Background: an optimization exercise with open tools, aiming at small area. Do not read the settings as production practice. Only simulation tests tie the RTL to the original design; equivalence was not proved. No driver is modelled on the clock port, so clocking that relies on it looks cheaper here than on a real chip. Power and IR drop assume default switching activity.

--- config.mk ---
export PLATFORM = sky130hd
export DESIGN_NAME = PWM_WRAPPER
export DESIGN_NICKNAME = PWM_WRAPPER
export VERILOG_FILES = /design/flow/design.v
export SDC_FILE = /design/flow/constraint.sdc
export NUM_CORES = 4
export LEC_CHECK = 0
export CAP_MARGIN = 0
export CORE_MARGIN = 2
export CORE_UTILIZATION = 60
export GPL_TIMING_DRIVEN = 0
export SLEW_MARGIN = 0
--- flow/run.sh ---
#!/bin/bash
# Standard layout with these changes:
#  - after the standard synthesis, its combinational logic is mapped again by
#    ABC for area (resyn.abc, run with four random seeds; the smallest result
#    is kept); every flip-flop cell keeps its name and type;
#  - the port buffers are the smallest buffer (buf_1);
#  - CTS builds the tree from clkbuf_4 without dummy loads, then post_cts.tcl
#    upsizes to clkbuf_8 the clock buffers whose flip-flop clock pins have the
#    slowest slew.
set -euo pipefail
export BUFFER_PORTS_ARGS="-buffer_cell sky130_fd_sc_hd__buf_1"
export CTS_ARGS="-sink_clustering_enable -repair_clock_nets -buf_list sky130_fd_sc_hd__clkbuf_4 -dont_use_dummy_load"
export POST_CTS_TCL=$PWD/flow/post_cts.tcl

bash standard.sh synth > synth.log 2>&1

RES=orfs/results/$FLOW_PLATFORM/PWM_WRAPPER/base
LIB=$FLOW_HOME/platforms/$FLOW_PLATFORM/lib/sky130_fd_sc_hd__tt_025C_1v80.lib
YOSYS=yosys
cp $RES/1_2_yosys.v 1_2_yosys.standard.v
DONT_USE=""
for c in $(sed -n '/^export DONT_USE_CELLS/,/^$/p' $FLOW_HOME/platforms/$FLOW_PLATFORM/config.mk | grep -o 'sky130_fd_sc_hd__[a-z0-9_]*'); do
  DONT_USE="$DONT_USE -dont_use $c"
done
for S in 1 2 3 4; do
  sed "s/&deepsyn -T 60/\&deepsyn -T 60 -S $S/" flow/resyn.abc > resyn_$S.abc
  cat > resyn_$S.ys <<EOS
read_liberty -ignore_miss_func $LIB
read_verilog 1_2_yosys.standard.v
hierarchy -top $FLOW_TOP
setattr -mod -set keep_hierarchy 1 sky130_fd_sc_hd__df* sky130_fd_sc_hd__edf* sky130_fd_sc_hd__sdf* sky130_fd_sc_hd__dl* sky130_fd_sc_hd__conb*
flatten
rename -hide $FLOW_TOP/w:*.*
opt_clean -purge
abc -liberty $LIB -script resyn_$S.abc $DONT_USE
opt_clean -purge
splitnets
opt_clean -purge
hilomap -singleton -hicell sky130_fd_sc_hd__conb_1 HI -locell sky130_fd_sc_hd__conb_1 LO
insbuf -buf sky130_fd_sc_hd__buf_4 A X
rename -hide $FLOW_TOP/w:_*
stat -liberty $LIB
select $FLOW_TOP
write_verilog -noattr -noexpr -nohex -nodec -selected 1_2_yosys.resyn_$S.v
EOS
  $YOSYS -s resyn_$S.ys > resyn_$S.log 2>&1 &
done
wait
best=""; best_area=""
for S in 1 2 3 4; do
  a=$(grep "Chip area for top module" resyn_$S.log | awk '{print $NF}' || true)
  echo "seed $S: area $a" >> resyn_pick.log
  if [[ -n "$a" && -s 1_2_yosys.resyn_$S.v ]]; then
    if [[ -z "$best" ]] || awk -v a="$a" -v b="$best_area" 'BEGIN{exit !(a < b)}'; then best=$S; best_area=$a; fi
  fi
done
echo "picked seed $best ($best_area)" >> resyn_pick.log
if [[ -n "$best" ]]; then
  cp 1_2_yosys.resyn_$best.v $RES/1_2_yosys.v
  rm -f $RES/1_synth.odb $RES/1_synth.sdc
fi

bash standard.sh > finish.log 2>&1
--- flow/resyn.abc ---
strash
&get -n
&deepsyn -T 60
&put
dch -f
&get -n
&nf -a -R 1000
&put
--- constraint.sdc ---
create_clock -name core_clock -period 6.0 [get_ports {clk}]
set_input_delay 1.2000 -clock core_clock [delete_from_list [all_inputs] [get_ports {clk}]]
set_output_delay 1.2000 -clock core_clock [all_outputs]
set_load 0.01 [all_outputs]
--- design.v ---
module PWM_WRAPPER(
    input           clk,
    input           reset,
    input           chipselect,
    input           write,
    input           read,
    input   [2:0]   address,
    input   [31:0]  writedata,
    output  [31:0]  readdata,
    output          pwm_out
);
reg [31:0] control_reg;
reg [15:0] period_reg;
reg [15:0] duty_reg;
reg [15:0] div_reg;
reg        control_v, period_v, duty_v, div_v;
reg [31:0] data_reg;
reg [15:0] ct1_n;
reg [15:0] cnt1_n;
wire [15:0] ct1 = ~ct1_n;
wire [15:0] cnt1 = ~cnt1_n;
wire enable = control_v & control_reg[0];
function ge16;
    input [15:0] a;
    input [15:0] b;
    integer i;
    reg g;
    begin
        g = 1'b1;
        for (i = 0; i < 16; i = i + 1)
            g = (a[i] ~^ b[i]) ? g : a[i];
        ge16 = g;
    end
endfunction
wire tick = ~div_v | ge16(ct1, div_reg);
wire adv = enable & tick;
wire wrap = ~period_v | ge16(cnt1, period_reg);
assign pwm_out = enable & duty_v & ge16(duty_reg, cnt1);
assign readdata = data_reg;
wire wr = chipselect & write;
wire rd = chipselect & read;
always @(posedge clk or posedge reset)
    if (reset) begin
        control_v <= 1'b0;
        period_v  <= 1'b0;
        duty_v    <= 1'b0;
        div_v     <= 1'b0;
    end else if (wr) begin
        case (address)
            3'd0: control_v <= 1'b1;
            3'd2: period_v  <= 1'b1;
            3'd3: duty_v    <= 1'b1;
            3'd4: div_v     <= 1'b1;
            default: ;
        endcase
    end
always @(posedge clk)
    if (wr) begin
        case (address)
            3'd0: control_reg <= writedata;
            3'd2: period_reg  <= writedata[15:0];
            3'd3: duty_reg    <= writedata[15:0];
            3'd4: div_reg     <= writedata[15:0];
            default: ;
        endcase
    end
always @(posedge clk or posedge reset)
    if (reset)
        data_reg <= 32'h0;
    else if (rd)
        case (address)
            3'd0: data_reg <= control_v ? control_reg : 32'h0;
            3'd1: data_reg <= {31'h0, enable};
            3'd2: data_reg <= {16'h0, period_v ? period_reg : 16'h0};
            3'd3: data_reg <= {16'h0, duty_v ? duty_reg : 16'h0};
            3'd4: data_reg <= {16'h0, div_v ? div_reg : 16'h0};
            default: data_reg <= 32'h0;
        endcase
always @(posedge clk)
    if (tick)
        ct1_n <= ~16'h1;
    else
        ct1_n <= ~(ct1 + 16'h1);
always @(posedge clk)
    if (~control_v | (adv & wrap))
        cnt1_n <= ~16'h1;
    else if (adv)
        cnt1_n <= ~(cnt1 + 16'h1);
endmodule
--- standard.sh ---
#!/bin/bash
# synth_recipe.tcl (not shown) runs the flow's synth.tcl, then flattens the netlist and writes it again
# the make line also repeats each setting of config.mk as NAME=value (left out here)
make -C /OpenROAD-flow-scripts/flow DESIGN_CONFIG=/design/flow/config.mk WORK_HOME=/design/flow/orfs CLKGATE_MAP_FILE= SYNTH_SCRIPT=/design/flow/synth_recipe.tcl "${@:-finish}"
--- flow/post_cts.tcl ---
# Upsize the clock buffers whose flip-flop clock pins see the slowest slew.
estimate_parasitics -placement
set limit 0.110
for {set pass 0} {$pass < 3} {incr pass} {
  set bufs {}
  foreach inst [get_cells *] {
    if {[string match "*__df*" [get_property $inst ref_name]] || [string match "*__edf*" [get_property $inst ref_name]]} {
      set pin [get_pins [get_full_name $inst]/CLK]
      if {[get_property $pin slew_max] > $limit} {
        set net [get_nets -of_objects $pin]
        foreach drv [get_pins -of_objects $net -filter "direction==output"] {
          set c [get_cells -of_objects $drv]
          if {[get_property $c ref_name] eq "sky130_fd_sc_hd__clkbuf_4"} { lappend bufs [get_full_name $c] }
        }
      }
    }
  }
  set bufs [lsort -unique $bufs]
  puts "post_cts pass $pass: upsizing [llength $bufs] clock buffers"
  if {[llength $bufs] == 0} { break }
  foreach b $bufs { replace_cell [get_cells $b] [get_lib_cells sky130_fd_sc_hd__clkbuf_8] }
  detailed_placement
  estimate_parasitics -placement
}
==> results of run 1 <==
-- metrics by stage --
stage	setup slack [ns]	utilization, %	hold WS [ns]	instance area, um2
after floorplan	1.036	-	0.4428	5497
after global placement	-1.081	67.02	0.4463	5902
after detailed placement	0.9047	67.85	0.4591	5974
after global routing	0.3669	69.62	0.4746	6131
final	0.8990	69.62	0.4428	6131
-- routing by layer --
| metal | vias up | part of all wire (%) | GRT usage [%] |
|---|---|---|---|
| li1 | 1789 | - | - |
| met1 | 1855 | 45 | 35.15 |
| met2 | 133 | 47 | 40.75 |
| met3 | 10 | 6.7 | 6.325 |
| met4 | 0 | 0.88 | 6.639 |
| met5 | - | 0 | 0 |
-- area by class of cell --
class / count / area [um2]
sequential: 148 / 3944
fill: 672 / 2675
multi-input combinational: 250 / 1564
timing repair buffer: 78 / 330.3
clock buffer: 17 / 152.6
tap: 108 / 135.1
inverter: 1 / 5.005
-- placed cells by master (no fill, tap or decap), drive strengths merged --
| cell type | count |
|---|---|
| and4b | 1 |
| nand2 | 42 |
| a21o | 4 |
| o21ai | 32 |
| nor4 | 1 |
| o22ai | 14 |
| buf | 78 |
| mux2 | 1 |
| clkbuf | 17 |
| or3 | 11 |
| and2 | 1 |
| nand3 | 16 |
| maj3 | 1 |
| a22o | 17 |
| dfxtp | 32 |
| nor2 | 15 |
| xor2 | 7 |
| or2 | 9 |
| nor2b | 2 |
| and3 | 2 |
| o221ai | 2 |
| o31ai | 1 |
| o2111a | 1 |
| clkinv | 1 |
| a221oi | 6 |
| nand2b | 2 |
| dfrtp | 36 |
| edfxtp | 80 |
| a222oi | 15 |
| nand4b | 1 |
| and4 | 1 |
| a21oi | 13 |
| a22oi | 28 |
| o2111ai | 1 |
| a31oi | 2 |
| or4 | 1 |
-- power groups by stage --
stage	logic, W	clock network [W]	registers (W)
6_report	0.000158	0.000440	0.00117
5_1_grt	0.000180	0.000487	0.00118
3_5_place_dp	0.000159	0	0.00119
3_3_place_gp	0.000151	0	0.00119
2_1_floorplan	0.0000939	0	0.00119
-- path summary, 6_finish.rpt --
path / from / to / slack (ns) / depth (start not counted)
min: control_reg[23]$_DFFE_PP_ / data_reg[23]$_DFFE_PP0P_ / 0.44 / 1
max reg2reg: div_reg[2]$_DFFE_PP_ / cnt1_n[15]$_SDFFE_PP1P_ / 0.90 / 21
max: div_reg[2]$_DFFE_PP_ / cnt1_n[15]$_SDFFE_PP1P_ / 0.90 / 21
max in group asynchronous: reset / data_reg[6]$_DFFE_PP0P_ / 4.76 / 2
min reg2reg: control_reg[23]$_DFFE_PP_ / data_reg[23]$_DFFE_PP0P_ / 0.44 / 1
min in group asynchronous: reset / data_reg[14]$_DFFE_PP0P_ / 0.76 / 2
-- worst max-delay path, stage by stage (launching register included) --
cell,delay [ns]
edfxtp_1,0.45
a22oi_1,0.19
o21ai_0,0.10
o221ai_1,0.09
a21oi_1,0.10
a221oi_1,0.21
o21ai_0,0.12
o21ai_0,0.12
a21oi_1,0.11
a221oi_1,0.27
o21ai_0,0.18
o221ai_1,0.10
a21oi_1,0.39
nand2b_1,0.34
and2_0,0.24
or3_1,0.43
or3_1,0.40
or3_1,0.37
or2_0,0.29
or3_1,0.36
nand2_1,0.08
nand2_1,0.05
==> impl_metrics.csv, run 1 <==
group,metric,value,unit
die,core_area,8806,um2
power,leakagePower,2.211,nW
die,io_pins,73,
die,fp.dieH,99.71,um
routing,first_iter_violations,282,
sta,min_period,5.101,ns
setup_path,critPathRequiredTime,6.37,ns
sta,worst_clock_skew,0.02796,ns
global_route,grt_use_total,25.35,%
routing,route.detailed.drc,0,
routing,vias_per_cell,6.291,
sta,tightest_slew,1.371,ns
sta,hold_viol,0,
setup_path,critPathArrivalTime,5.48,ns
power,clkPwrFrac,24.9,%
place,port-buffer-count,72,
die,die_w,99.71,um
setup_path,end_kind,"flip-flop",
routing,routedWlPerCell,19.58,um
global_route,grt_pass1_wl,18.87,mm
clock_tree,clkTransAtPathRegs,0.09,ns
sta,finalSetupViolCount,0,
final_layout,antenna_cells,0,
sta,fin_crit_sh,85.02,%
routing,final_antenna_net_count,0,
synth,synth_cells,399,
status,outcome,"no timing/DRC/antenna violations",
synth,syn_area,5497,um2
final_layout,layout.nets,536,
die,start_util,62.42,%
synth,syn_nets,439,
routing,vias,3787,
power,internal_power,0.001346,W
final_layout,syn_to_final_growth,11.54,%
sta,grt_setup_unrepaired,"false",
clock_tree,cts.sinks,148,
sta,fin_tns_setup,0,ns
global_route,grt_max_degree,37,
power,peakVddDrop,0.1895,mV
clock_tree,clock_latency,0.52,ns
power,p_switching,0.0004230,W
power,power_frac_seq,66.2,%
routing,wl,11.79,mm
final_layout,stdcell_count,602,
die,fp-row-count,34,
place,dp_hpwl,7.723,mm
power,finalPower,0.001769,W
power,combPwrFrac,8.9,%
routing,first_pass_iters,5,
setup_path,path_class,"flip-flop to flip-flop",
sta,drv_slew,0,
power,p_per_area,288.5,nW/um2
run,cap_viol_max_count,0,
place,place_inst,585,
sta,max_freq,0.1960,GHz
clock_tree,cts_tree,"built",
setup_path,start_kind,"flip-flop",
synth,synth_warnings,1,
min_path,hp-class,"flip-flop to flip-flop",
setup_path,cp_max_fo,17,
die,design.die.area,9942,um2
place,gp_congestion,0.8496,
sta,relSlewSlack,8.393,%
synth,avgSynthCellArea,13.78,um2
final_layout,drive_above_1_share,5.870,%
global_route,overflow,0,
power,sw_frac_of_total,23.92,%
global_route,grt_pass1_vias,3735,
global_route,antenna_found_initial,0,
==> run 2, diff against run 1 <==
--- a/flow/post_cts.tcl
+++ b/flow/post_cts.tcl
@@ -1,6 +1,6 @@
 # Upsize the clock buffers whose flip-flop clock pins see the slowest slew.
 estimate_parasitics -placement
-set limit 0.110
+set limit 0.120
 for {set pass 0} {$pass < 3} {incr pass} {
   set bufs {}
   foreach inst [get_cells *] {
==> config.mk (replaced) <==
export PLATFORM = sky130hd
export DESIGN_NAME = PWM_WRAPPER
export DESIGN_NICKNAME = PWM_WRAPPER
export VERILOG_FILES = /design/flow/design.v
export SDC_FILE = /design/flow/constraint.sdc
export NUM_CORES = 4
export LEC_CHECK = 0
export CAP_MARGIN = 20
export CORE_MARGIN = 2
export CORE_UTILIZATION = 40
export SLEW_MARGIN = 20
==> run 2 against run 1 <==
- still clean
- global-route usage is 7.2 points lower
- first-iteration DRC count is 43% higher
- worst setup slack better by 0.42 ns
- sequential cell count stayed put
- combinational power hardly changed
- area after synthesis stayed put
- non-clock buffer count is 2 higher
- register-to-register slack better by 0.42 ns
- count of clock-buffer cells in the layout stayed put
- worst hold slack better by 0.0018 ns
- cell count is 12% higher
- clock power is 4% lower
- critical path type unchanged
==> impl_metrics.csv, run 2 <==
group,metric,value,unit
place,port-buffer-count,72,
die,io_pins,73,
final_layout,drive_above_1_share,5.444,%
power,leakagePower,2.209,nW
sta,worst_clock_skew,0.03199,ns
sta,tightest_slew,0.9896,ns
routing,vias_per_cell,5.722,
run,cap_viol_max_count,0,
min_path,worstHoldStart,"control_reg[23]$_DFFE_PP_",
die,fp.dieH,121.2,um
synth,syn_nets,439,
final_layout,layout_commonest_cell,"edfxtp_1",
sta,fin_tns_setup,0,ns
clock_tree,clkTransAtPathRegs,0.11,ns
min_path,hp-class,"flip-flop to flip-flop",
setup_path,crit_cells,21,
routing,route.detailed.drc,0,
die,die_w,121.2,um
global_route,grt_pass1_vias,3767,
synth,synth_cells,399,
routing,first_pass_iters,6,
global_route,grtUsageMet1,24.90,%
final_layout,antenna_cells,0,
sta,relSlewSlack,34.03,%
routing,final_antenna_net_count,0,
power,clkPwrFrac,24.0,%
clock_tree,clock_latency,0.54,ns
clock_tree,cts.sinks,148,
place,place_inst,655,
setup_path,cp_num_buf_inv,0,
routing,vias,3845,
setup_path,path_cells,"a22oi_1, o21ai_0, o221ai_1, a21oi_1, a221oi_1, o21ai_0, o21ai_0, a21oi_1, a221oi_1, o21ai_0, o221ai_1, a21oi_2, nand2b_1, and2_0, or3_1, or3_1, or3_1, or2_0, or3_1, nand2_1, nand2_1",
power,power_frac_seq,66.8,%
status,outcome,"no timing/DRC/antenna violations",
global_route,use_met3,5.216,%
clock_tree,cts_tree,"built",
final_layout,layout.nets,538,
setup_path,critPathArrivalTime,5.07,ns
routing,first_iter_violations,404,
global_route,grt_use_total,18.17,%
sta,grt_setup_unrepaired,"false",
global_route,top_usage_layer,"met2",
place,dp_hpwl,8.213,mm
final_layout,utilization,46.38,%
synth,avgSynthCellArea,13.78,um2
setup_path,r2r-start,"div_reg[2]$_DFFE_PP_",
final_layout,layout_common_cells,"edfxtp_1, buf_1, nand2_1",
setup_path,end_kind,"flip-flop",
setup_path,timing.rr.end,"cnt1_n[15]$_SDFFE_PP1P_",
global_route,grt_pass1_wl,20.00,mm
power,sw_frac_of_total,24.47,%
sta,min_period,4.682,ns
power,p_switching,0.0004294,W
global_route,overflow,0,
place,gp_congestion,0.8195,
setup_path,critPathRequiredTime,6.39,ns
die,fp-row-count,42,
final_layout,syn_to_final_growth,12.63,%
synth,syn_area,5497,um2
synth,synth_warnings,1,
global_route,met2_usage,27.53,%
sta,fin_crit_sh,78.03,%
sta,max_freq,0.2136,GHz
power,internal_power,0.001325,W
global_route,antenna_found_initial,0,
setup_path,slowest_delay,0.44,ns
final_layout,stdcell_count,672,
die,start_util,41.18,%
setup_path,r2r_cells,21,
die,design.die.area,14700,um2
setup_path,slowest_stage,"edfxtp_1",
setup_path,crit_end,"cnt1_n[15]$_SDFFE_PP1P_",
setup_path,start_kind,"flip-flop",
global_route,grt_max_degree,37,
power,peakVddDrop,0.1487,mV
setup_path,path_class,"flip-flop to flip-flop",
setup_path,crit_start,"div_reg[2]$_DFFE_PP_",
die,core_area,13350,um2
routing,wl,12.56,mm
sta,finalSetupViolCount,0,
setup_path,cpLargestDelayFamily,"simple AND/OR/NAND/NOR gates",
power,p_per_area,283.4,nW/um2
setup_path,cp_max_fo,17,
sta,hold_viol,0,
sta,drv_slew,0,
power,combPwrFrac,9.2,%
routing,routedWlPerCell,18.68,um
setup_path,r2r_setup_slack,1.32,ns
## run 2: final cells by class
cell class | instances | area [um2]
sequential | 148 | 3944
inverter | 1 | 3.754
clock buffer | 17 | 133.9
fill | 1252 | 7157
multi-input combinational | 250 | 1559
timing repair buffer | 80 | 330.3
tap | 176 | 220.2
## run 2: worst min-delay path by stage
| stage | to | cells past startpoint |
|---|---|---|
| 6_report | data_reg[23]$_DFFE_PP0P_ | 1 |
| 5_1_grt | data_reg[23]$_DFFE_PP0P_ | 1 |
| 3_5_place_dp | data_reg[27]$_DFFE_PP0P_ | 1 |
| 3_3_place_gp | data_reg[23]$_DFFE_PP0P_ | 1 |
| 2_1_floorplan | data_reg[16]$_DFFE_PP0P_ | 1 |
## run 2: routing by layer
layer	wire, um	share of wire (%)
met1	5619	45
met2	5861	47
met3	896	7.1
met4	178	1.4
met5	0	0
## run 2: power by group through the flow
stage               registers (W)  logic [W]  clock network [W]
finish                    0.00117   0.000161           0.000422
global placement          0.00119   0.000158                  0
detailed placement        0.00119   0.000162                  0
global route              0.00118   0.000183           0.000484
floorplan                 0.00119  0.0000939                  0
## run 2: through the flow
stage | hold slack (ns) | power [W] | setup WS [ns] | area (um2)
detailed placement | 0.4562 | 0.001356 | 1.154 | 6053
global route | 0.4696 | 0.001847 | 0.7705 | 6191
finish | 0.4446 | 0.001755 | 1.318 | 6191
global placement | 0.4443 | 0.001350 | 1.277 | 6053
floorplan | 0.4428 | 0.001284 | 1.036 | 5497
==> run 3, diff against run 2 <==
--- a/flow/post_cts.tcl
+++ b/flow/post_cts.tcl
@@ -1,6 +1,6 @@
 # Upsize the clock buffers whose flip-flop clock pins see the slowest slew.
 estimate_parasitics -placement
-set limit 0.120
+set limit 0.110
 for {set pass 0} {$pass < 3} {incr pass} {
   set bufs {}
   foreach inst [get_cells *] {
==> run 3 against run 2 <==
- still clean
- power is 1.9% higher
- utilization grew 0.19 points
- count of clock-buffer cells in the layout unchanged
- cell count unchanged
- sequential share of layout area is 0.26 points lower
- non-clock buffer count is the same
- die area unchanged
- synthesized cell count is the same
- clock skew is essentially flat
- critical path depth stayed put
- area after synthesis unchanged
- design area is 0.40% higher
- largest power group unchanged
- highest routed layer unchanged
==> impl_metrics.csv, run 3 <==
group,metric,value,unit
routing,route.detailed.drc,0,
clock_tree,clkTransAtPathRegs,0.10,ns
final_layout,drive_above_1_share,5.444,%
die,start_util,41.18,%
sta,relSlewSlack,34.46,%
setup_path,path_class,"flip-flop to flip-flop",
setup_path,end_kind,"flip-flop",
global_route,grt_use_total,18.20,%
global_route,grt_pass1_wl,20.05,mm
sta,timing.hold.ws,0.4593,ns
sta,setup_ws,1.341,ns
sta,fin_tns_setup,0,ns
routing,vias,3845,
power,p_per_area,287.7,nW/um2
synth,synth_cells,399,
place,place_inst,655,
routing,first_pass_iters,6,
setup_path,slowest_stage,"edfxtp_1",
setup_path,cp_max_fo,17,
place,port-buffer-count,72,
routing,final_antenna_net_count,0,
place,gp_congestion,0.8195,
routing,wl,12.56,mm
final_layout,layout_commonest_cell,"edfxtp_1",
global_route,overflow,0,
final_layout,seq_area,3944,um2
final_layout,layout_common_cells,"edfxtp_1, buf_1, nand2_1",
final_layout,layout.nets,538,
final_layout,fill_cells,1246,
sta,fin_crit_sh,77.65,%
setup_path,crit_start,"div_reg[1]$_DFFE_PP_",
sta,tightest_slew,0.9831,ns
clock_tree,cts.sinks,148,
setup_path,slowest_delay,0.43,ns
setup_path,start_kind,"flip-flop",
global_route,grt_pass1_vias,3779,
die,design.die.area,14700,um2
min_path,worstHoldStart,"control_reg[4]$_DFFE_PP_",
run,cap_viol_max_count,0,
global_route,antenna_found_initial,0,
synth,syn_area,5497,um2
min_path,hp-class,"flip-flop to flip-flop",
power,peakVddDrop,0.1534,mV
sta,finalSetupViolCount,0,
setup_path,critPathRequiredTime,6.41,ns
die,die_w,121.2,um
setup_path,critPathArrivalTime,5.07,ns
die,fp-row-count,42,
routing,first_iter_violations,360,
final_layout,multi_input_area,1559,um2
setup_path,r2r-start,"div_reg[1]$_DFFE_PP_",
sta,hold_viol,0,
synth,syn_nets,439,
final_layout,antenna_cells,0,
sta,max_freq,0.2146,GHz
sta,min_period,4.659,ns
clock_tree,clock_latency,0.55,ns
synth,avgSynthCellArea,13.78,um2
clock_tree,cts_tree,"built",
place,dp_hpwl,8.213,mm
global_route,grt_max_degree,37,
routing,vias_per_cell,5.722,
status,outcome,"no timing/DRC/antenna violations",
power,finalPower,0.001788,W
routing,routedWlPerCell,18.69,um
setup_path,path_cells,"a22oi_1, o21ai_0, o221ai_1, a21oi_1, a221oi_1, o21ai_0, o21ai_0, a21oi_1, a221oi_1, o21ai_0, o221ai_1, a21oi_2, nand2b_1, and2_0, or3_1, or3_1, or3_1, or2_0, or3_1, nand2_1, nand2_1",
sta,grt_setup_unrepaired,"false",
sta,worst_clock_skew,0.03168,ns
synth,synth_warnings,1,
final_layout,syn_to_final_growth,13.09,%
die,fp.dieH,121.2,um
die,core_area,13350,um2
final_layout,stdcell_count,672,
sta,drv_slew,0,
die,io_pins,73,
place,pre_cts_slack,1.154,ns
power,leakagePower,2.219,nW
==> run 3: worst paths after layout <==
kind                                           end  slack (ns)  cells past startpoint
setup / recovery           cnt1_n[15]$_SDFFE_PP1P_        1.34                     21
hold / removal             data_reg[4]$_DFFE_PP0P_        0.46                      2
setup reg to reg           cnt1_n[15]$_SDFFE_PP1P_        1.34                     21
hold reg to reg            data_reg[4]$_DFFE_PP0P_        0.46                      2
max in group asynchronous  data_reg[3]$_DFFE_PP0P_        4.88                      3
min in group asynchronous  data_reg[0]$_DFFE_PP0P_        0.74                      3
==> run 3: final cells by class <==
class                           count  area share [%]
Clock buffer                       17           2.556
Inverter                            1         0.06039
Multi-Input combinational cell    250           25.08
Sequential cell                   148           63.45
Tap cell                          176           3.543
Timing Repair Buffer               80           5.314
==> run 3: report_power, final <==
part | switching [W] | internal, W
clock | 0.000291 | 0.000164
combinational | 0.0000951 | 0.0000657
sequential | 0.0000488 | 0.00112
total | 0.000435 | 0.00135
==> run 3: worst max-delay path: cells and delay by family, from the launching register on <==
| family | cells | cell delay [ns] |
|---|---|---|
| AND/OR/NAND/NOR | 9 | 2.39 |
| flip-flops | 1 | 0.43 |
| AO/OA/AOI/OAI | 12 | 1.71 |
==> run 3: per-stage QoR <==
| step | util, % | area (um2) |
|---|---|---|
| floorplan | - | 5497 |
| global placement | 45.35 | 6053 |
| global route | 46.57 | 6216 |
| finish | 46.57 | 6216 |
| detailed placement | 45.35 | 6053 |
==> run 3: metal layers <==
metal / up-vias / part of all wire, % / GRT usage (%)
met4: 0 / 1.6 / 6.825
met2: 134 / 46 / 27.67
met3: 15 / 7.1 / 5.216
met1: 1899 / 45 / 24.87
met5: - / 0 / 0
li1: 1797 / - / -
==> run 4, diff against run 3 <==
--- a/flow/run.sh
+++ b/flow/run.sh
@@ -1,8 +1,8 @@
 #!/bin/bash
 # Standard layout with these changes:
 #  - after the standard synthesis, its combinational logic is mapped again by
-#    ABC for area (resyn.abc, run with four random seeds; the smallest result
-#    is kept); every flip-flop cell keeps its name and type;
+#    ABC for area (resyn.abc and resyn2.abc, each run with four random seeds;
+#    the smallest result is kept); every flip-flop cell keeps its name and type;
 #  - the port buffers are the smallest buffer (buf_1);
 #  - CTS builds the tree from clkbuf_4 without dummy loads, then post_cts.tcl
 #    upsizes to clkbuf_8 the clock buffers whose flip-flop clock pins have the
@@ -22,8 +22,9 @@
 for c in $(sed -n '/^export DONT_USE_CELLS/,/^$/p' $FLOW_HOME/platforms/$FLOW_PLATFORM/config.mk | grep -o 'sky130_fd_sc_hd__[a-z0-9_]*'); do
   DONT_USE="$DONT_USE -dont_use $c"
 done
-for S in 1 2 3 4; do
-  sed "s/&deepsyn -T 60/\&deepsyn -T 60 -S $S/" flow/resyn.abc > resyn_$S.abc
+run_one() {
+  S=$1
+  sed "s/&deepsyn -T 60/\&deepsyn -T 60 -S ${S#*_}/" flow/resyn${S%_*}.abc > resyn_$S.abc
   cat > resyn_$S.ys <<EOS
 read_liberty -ignore_miss_func $LIB
 read_verilog 1_2_yosys.standard.v
@@ -43,18 +44,22 @@
 select $FLOW_TOP
 write_verilog -noattr -noexpr -nohex -nodec -selected 1_2_yosys.resyn_$S.v
 EOS
-  $YOSYS -s resyn_$S.ys > resyn_$S.log 2>&1 &
-done
+  $YOSYS -s resyn_$S.ys > resyn_$S.log 2>&1
+}
+CANDS="_1 _2 _3 _4 2_1 2_2 2_3 2_4"
+for S in _1 _2 _3 _4; do run_one $S & done
+wait
+for S in 2_1 2_2 2_3 2_4; do run_one $S & done
 wait
 best=""; best_area=""
-for S in 1 2 3 4; do
+for S in $CANDS; do
   a=$(grep "Chip area for top module" resyn_$S.log | awk '{print $NF}' || true)
-  echo "seed $S: area $a" >> resyn_pick.log
+  echo "candidate $S: area $a" >> resyn_pick.log
   if [[ -n "$a" && -s 1_2_yosys.resyn_$S.v ]]; then
     if [[ -z "$best" ]] || awk -v a="$a" -v b="$best_area" 'BEGIN{exit !(a < b)}'; then best=$S; best_area=$a; fi
   fi
 done
-echo "picked seed $best ($best_area)" >> resyn_pick.log
+echo "picked candidate $best ($best_area)" >> resyn_pick.log
 if [[ -n "$best" ]]; then
   cp 1_2_yosys.resyn_$best.v $RES/1_2_yosys.v
   rm -f $RES/1_synth.odb $RES/1_synth.sdc
--- a/flow/post_cts.tcl
+++ b/flow/post_cts.tcl
@@ -1,6 +1,6 @@
 # Upsize the clock buffers whose flip-flop clock pins see the slowest slew.
 estimate_parasitics -placement
-set limit 0.110
+set limit 0.120
 for {set pass 0} {$pass < 3} {incr pass} {
   set bufs {}
   foreach inst [get_cells *] {
==> flow/resyn2.abc (new file) <==
strash
&get -n
&deepsyn -T 60
&dch -f
&nf -a -R 1000
&put
strash
&get -n
&dch -f
&nf -a -R 1000
&put
==> run 4 against run 3 <==
- register-to-register slack better by 0.36 ns
- sequential cell count stayed put
- worst hold slack worse by 0.0033 ns
- still clean
- cell count is 0.30% lower
- combinational power is 2% lower
- design area is 0.64% lower
- sequential power hardly changed
- count of clock-buffer cells in the layout stayed put
- sequential share of layout area is 0.41 points higher
- critical path type is now flip-flop to output port
- clock skew is 0.0042 ns lower
- clock power is 5.3% lower
- power is 1.2% lower
==> impl_metrics.csv, run 4 <==
group,metric,value,unit
status,outcome,"no timing/DRC/antenna violations",
synth,syn_nets,437,
power,finalPower,0.001766,W
setup_path,cpLargestDelayFamily,"compound AO/OA/AOI/OAI gates",
sta,min_period,4.394,ns
clock_tree,cts_tree,"built",
min_path,holdPathStages,1,
die,core_area,13300,um2
sta,worst_clock_skew,0.02746,ns
sta,fin_crit_sh,73.24,%
clock_tree,clkTransAtPathRegs,0.10,ns
sta,max_freq,0.2276,GHz
setup_path,critPathRequiredTime,4.80,ns
place,gp_congestion,0.7651,
global_route,grt_max_degree,37,
clock_tree,cts.sinks,148,
sta,fin_tns_setup,0,ns
place,port-buffer-count,72,
global_route,grt_pass1_vias,3693,
setup_path,end_kind,"output port",
sta,hold_viol,0,
final_layout,drive_above_1_share,5.466,%
synth,syn_area,5475,um2
sta,tightest_slew,1.000,ns
setup_path,cp_max_fo,3,
place,pre_cts_slack,1.764,ns
setup_path,critPathArrivalTime,3.19,ns
routing,first_iter_violations,370,
min_path,hp-class,"flip-flop to flip-flop",
final_layout,layout_common_cells,"edfxtp_1, buf_1, nand2_1",
global_route,grt_pass1_wl,19.73,mm
final_layout,layout_commonest_cell,"edfxtp_1",
sta,drv_slew,0,
routing,vias_per_cell,5.670,
setup_path,start_kind,"flip-flop",
die,io_pins,73,
routing,route.detailed.drc,0,
die,die_w,121.0,um
final_layout,utilization,46.45,%
sta,timing.hold.ws,0.4560,ns
synth,avgSynthCellArea,13.79,um2
final_layout,layout.nets,536,
die,fp.dieH,121.0,um
setup_path,r2r_cells,20,
die,design.die.area,14640,um2
setup_path,crit_cells,13,
setup_path,cp_num_buf_inv,1,
routing,vias,3799,
place,dp_hpwl,8.303,mm
power,leakagePower,2.165,nW
final_layout,syn_to_final_growth,12.80,%
routing,final_antenna_net_count,0,
global_route,grt_use_total,17.92,%
routing,routedWlPerCell,18.55,um
sta,relSlewSlack,33.08,%
sta,grt_setup_unrepaired,"false",
setup_path,slowest_stage,"edfxtp_1",
power,p_per_area,286.0,nW/um2
synth,synth_cells,397,
routing,wl,12.43,mm
setup_path,path_cells,"o22ai_1, a31oi_1, a221oi_1, nor2_1, a221oi_1, o21ai_0, o21ai_0, a21oi_1, a221oi_1, o21ai_0, a222oi_1, nor3_1, buf_1",
setup_path,path_class,"flip-flop to output port",
synth,synth_warnings,1,
global_route,overflow,0,
setup_path,slowest_delay,0.45,ns
final_layout,antenna_cells,0,
run,cap_viol_max_count,0,
clock_tree,clock_latency,0.55,ns
power,peakVddDrop,0.1262,mV
routing,first_pass_iters,5,
global_route,antenna_found_initial,0,
sta,finalSetupViolCount,0,
die,fp-row-count,42,
die,start_util,41.18,%
sta,setup_ws,1.606,ns
==> run 4: worst paths after layout <==
kind,slack [ns],endpoint,start
setup / recovery,1.61,pwm_out,duty_reg[1]$_DFFE_PP_
hold / removal,0.46,data_reg[19]$_DFFE_PP0P_,control_reg[19]$_DFFE_PP_
setup reg to reg,1.70,cnt1_n[14]$_SDFFE_PP1P_,div_reg[2]$_DFFE_PP_
hold reg to reg,0.46,data_reg[19]$_DFFE_PP0P_,control_reg[19]$_DFFE_PP_
max in group asynchronous,4.88,data_reg[28]$_DFFE_PP0P_,reset
min in group asynchronous,0.73,data_reg[0]$_DFFE_PP0P_,reset
==> run 4: metrics by stage <==
step,instance area (um2),instances
6_report,6176,670
5_1_grt,6176,670
3_5_place_dp,6036,653
2_1_floorplan,5475,397
3_3_place_gp,6036,653
==> run 4: power breakdown <==
part | leakage [nW] | switching [W] | total (W) | internal [W]
registers | 1.46 | 0.0000533 | 0.00118 | 0.00113
logic | 0.622 | 0.0000932 | 0.000157 | 0.0000635
clock network | 0.0834 | 0.000288 | 0.000431 | 0.000143
==> run 4: layout make-up <==
class	instances	area (um2)
fillers	1220	7119
flip-flops and latches	148	3944
multi-input cells	247	1534
repair buffers	80	330.3
well taps	176	220.2
clock buffers	17	140.1
inverters	2	7.507
==> run 4: routing by layer <==
layer,global-route usage [%],vias to the layer above,part of all wire [%]
met5,0,-,0
met4,6.323,0,1.4
met3,5.263,15,6.7
met2,27.07,126,44
met1,24.67,1866,47
li1,-,1792,-
==> run 4: worst reg2reg max path, delay by kind of cell (launching register included) <==
kind | cells | cell delay (ns)
compound gates | 15 | 2.25
flops | 1 | 0.43
simple gates | 5 | 1.50
==> run 5, diff against run 4 <==
--- a/flow/run.sh
+++ b/flow/run.sh
@@ -3,7 +3,8 @@
 #  - after the standard synthesis, its combinational logic is mapped again by
 #    ABC for area (resyn.abc and resyn2.abc, each run with four random seeds;
 #    the smallest result is kept); every flip-flop cell keeps its name and type;
-#  - the port buffers are the smallest buffer (buf_1);
+#  - the port buffers are the smallest buffer (buf_1), and the resizer's
+#    fanout buffers are at most buf_2;
 #  - CTS builds the tree from clkbuf_4 without dummy loads, then post_cts.tcl
 #    upsizes to clkbuf_8 the clock buffers whose flip-flop clock pins have the
 #    slowest slew.
@@ -65,4 +66,6 @@
   rm -f $RES/1_synth.odb $RES/1_synth.sdc
 fi
 
+# layout: the resizer may not use buffers above buf_2 for fanout repair
+export DONT_USE_CELLS="sky130_fd_sc_hd__buf_4 sky130_fd_sc_hd__buf_6 sky130_fd_sc_hd__buf_8 sky130_fd_sc_hd__buf_12 sky130_fd_sc_hd__buf_16"
 bash standard.sh > finish.log 2>&1
==> run 5 against run 4 <==
- power is the same
- cell count is the same
- wire length is the same
- critical path type unchanged
- highest routed layer unchanged
==> impl_metrics.csv, run 5 <==
group,metric,value,unit
final_layout,layout_commonest_cell,"edfxtp_1",
global_route,grt_use_total,17.92,%
routing,first_pass_iters,5,
final_layout,layout_common_cells,"edfxtp_1, buf_1, nand2_1",
sta,fin_crit_sh,73.24,%
synth,synth_cells,397,
routing,routed.top_layer,"met4",
power,power_frac_seq,66.7,%
die,die_w,121.0,um
synth,avgSynthCellArea,13.79,um2
sta,relSlewSlack,33.08,%
die,io_pins,73,
global_route,grt_pass1_vias,3693,
global_route,grt_pass1_wl,19.73,mm
min_path,hp-class,"flip-flop to flip-flop",
sta,hold_viol,0,
power,p_per_area,286.0,nW/um2
power,combPwrFrac,8.9,%
die,fp.dieH,121.0,um
power,peakVddDrop,0.1262,mV
die,core_area,13300,um2
routing,wl,12.43,mm
routing,wl_met2,5.531,mm
sta,timing.hold.ws,0.4560,ns
setup_path,slowest_stage,"edfxtp_1",
clock_tree,clkTransAtPathRegs,0.10,ns
setup_path,critPathArrivalTime,3.19,ns
routing,routedWlPerCell,18.55,um
die,start_util,41.18,%
place,dp_hpwl,8.303,mm
final_layout,syn_to_final_growth,12.80,%
die,fp-row-count,42,
setup_path,start_kind,"flip-flop",
die,design.die.area,14640,um2
setup_path,end_kind,"output port",
routing,route.detailed.drc,0,
power,clkPwrFrac,24.4,%
synth,syn_area,5475,um2
routing,vias,3799,
setup_path,path_cells,"o22ai_1, a31oi_1, a221oi_1, nor2_1, a221oi_1, o21ai_0, o21ai_0, a21oi_1, a221oi_1, o21ai_0, a222oi_1, nor3_1, buf_1",
clock_tree,clock_latency,0.55,ns
power,leakagePower,2.165,nW
sta,worst_clock_skew,0.02746,ns
global_route,overflow,0,
status,outcome,"no timing/DRC/antenna violations",
final_layout,fill_cells,1220,
global_route,grt_max_degree,37,
power,p_switching,0.0004340,W
setup_path,slowest_delay,0.45,ns
clock_tree,cts_tree,"built",
routing,vias_per_cell,5.670,
sta,max_freq,0.2276,GHz
routing,first_iter_violations,370,
routing,met1_length,5.889,mm
sta,tightest_slew,1.000,ns
sta,drv_slew,0,
synth,synth_warnings,1,
place,place_inst,653,
routing,final_antenna_net_count,0,
sta,grt_setup_unrepaired,"false",
setup_path,cp_max_fo,3,
place,gp_congestion,0.7651,
setup_path,path_class,"flip-flop to output port",
sta,fin_tns_setup,0,ns
final_layout,layout.nets,536,
global_route,antenna_found_initial,0,
place,port-buffer-count,72,
routing,wl_met3,835,um
final_layout,drive_above_1_share,5.466,%
final_layout,stdcell_count,670,
setup_path,critPathRequiredTime,4.80,ns
synth,syn_nets,437,
final_layout,antenna_cells,0,
sta,finalSetupViolCount,0,
power,internal_power,0.001332,W
run,cap_viol_max_count,0,
sta,min_period,4.394,ns
power,sw_frac_of_total,24.58,%
clock_tree,cts.sinks,148,
## run 5: path summary, 6_finish.rpt
path                                      startpoint                       end  slack, ns  depth (start not counted)
setup / recovery               duty_reg[1]$_DFFE_PP_                   pwm_out       1.61                         13
hold / removal             control_reg[19]$_DFFE_PP_  data_reg[19]$_DFFE_PP0P_       0.46                          1
setup reg to reg                div_reg[2]$_DFFE_PP_   cnt1_n[14]$_SDFFE_PP1P_       1.70                         20
hold reg to reg            control_reg[19]$_DFFE_PP_  data_reg[19]$_DFFE_PP0P_       0.46                          1
max in group asynchronous                      reset  data_reg[28]$_DFFE_PP0P_       4.88                          3
min in group asynchronous                      reset   data_reg[0]$_DFFE_PP0P_       0.73                          3
## run 5: layer usage
metal | GRT usage [%] | vias to the layer above
met4 | 6.323 | 0
li1 | - | 1792
met5 | 0 | -
met3 | 5.263 | 15
met1 | 24.67 | 1866
met2 | 27.07 | 126
## run 5: through the flow
step / util [%] / power [W] / worst slack (ns) / area (um2)
floorplan: - / 0.001289 / 1.912 / 5475
global placement: 45.40 / 0.001351 / 1.904 / 6036
detailed placement: 45.40 / 0.001359 / 1.764 / 6036
global route: 46.45 / 0.001857 / 1.248 / 6176
finish: 46.45 / 0.001766 / 1.606 / 6176
## run 5: power groups by stage
stage	Combinational (W)	Sequential, W	Clock [W]
2_1_floorplan	0.0000924	0.00120	0
3_3_place_gp	0.000154	0.00120	0
3_5_place_dp	0.000158	0.00120	0
5_1_grt	0.000178	0.00119	0.000490
6_report	0.000157	0.00118	0.000431
## run 5: layout make-up
class	instances	area, um2	area share [%]
Timing Repair Buffer	80	330.3	5.348
Sequential cell	148	3944	63.86
Clock buffer	17	140.1	2.269
Inverter	2	7.507	0.1216
Multi-Input combinational cell	247	1534	24.84
Tap cell	176	220.2	3.566
## run 5: worst max-delay path: cells and delay by family (launching register included)
kind                   cells  cell delay (ns)
AOI/OAI and AO/OA         10             1.85
DFF                        1             0.45
and+or+nand+nor            2             0.19
buffers and inverters      1             0.15

-- what the ideal ports hide --
The flow's constraints put no driver on any port. The routed layouts listed below were extracted and timed again, unchanged, in two steps. Step 1 sets driving cells, clkbuf_16 on the clock port and buf_2 on the other inputs (assumed; they add their load-dependent delay and slew). Step 2 moves the port delays by t, midway between the first and last clock arrival at a register: inputs arrive t later, outputs are due t later. That takes back most of the time a late clock gives input paths. a / b / c = ideal ports / drivers / drivers and shift; a / b = the first two.
run	t (ns)	setup slack, ns	latest minus earliest clock arrival (ns)
run 1	0.538	0.899 / 0.899 / 0.899	0.029 / 0.028
run 2	0.552	1.318 / 1.318 / 1.318	0.033 / 0.033
run 3	0.567	1.341 / 1.341 / 1.341	0.032 / 0.032
run 4	0.565	1.606 / 1.573 / 1.702	0.033 / 0.033
run 5	0.565	1.606 / 1.573 / 1.702	0.033 / 0.033
After both steps every run listed still meets setup and hold.
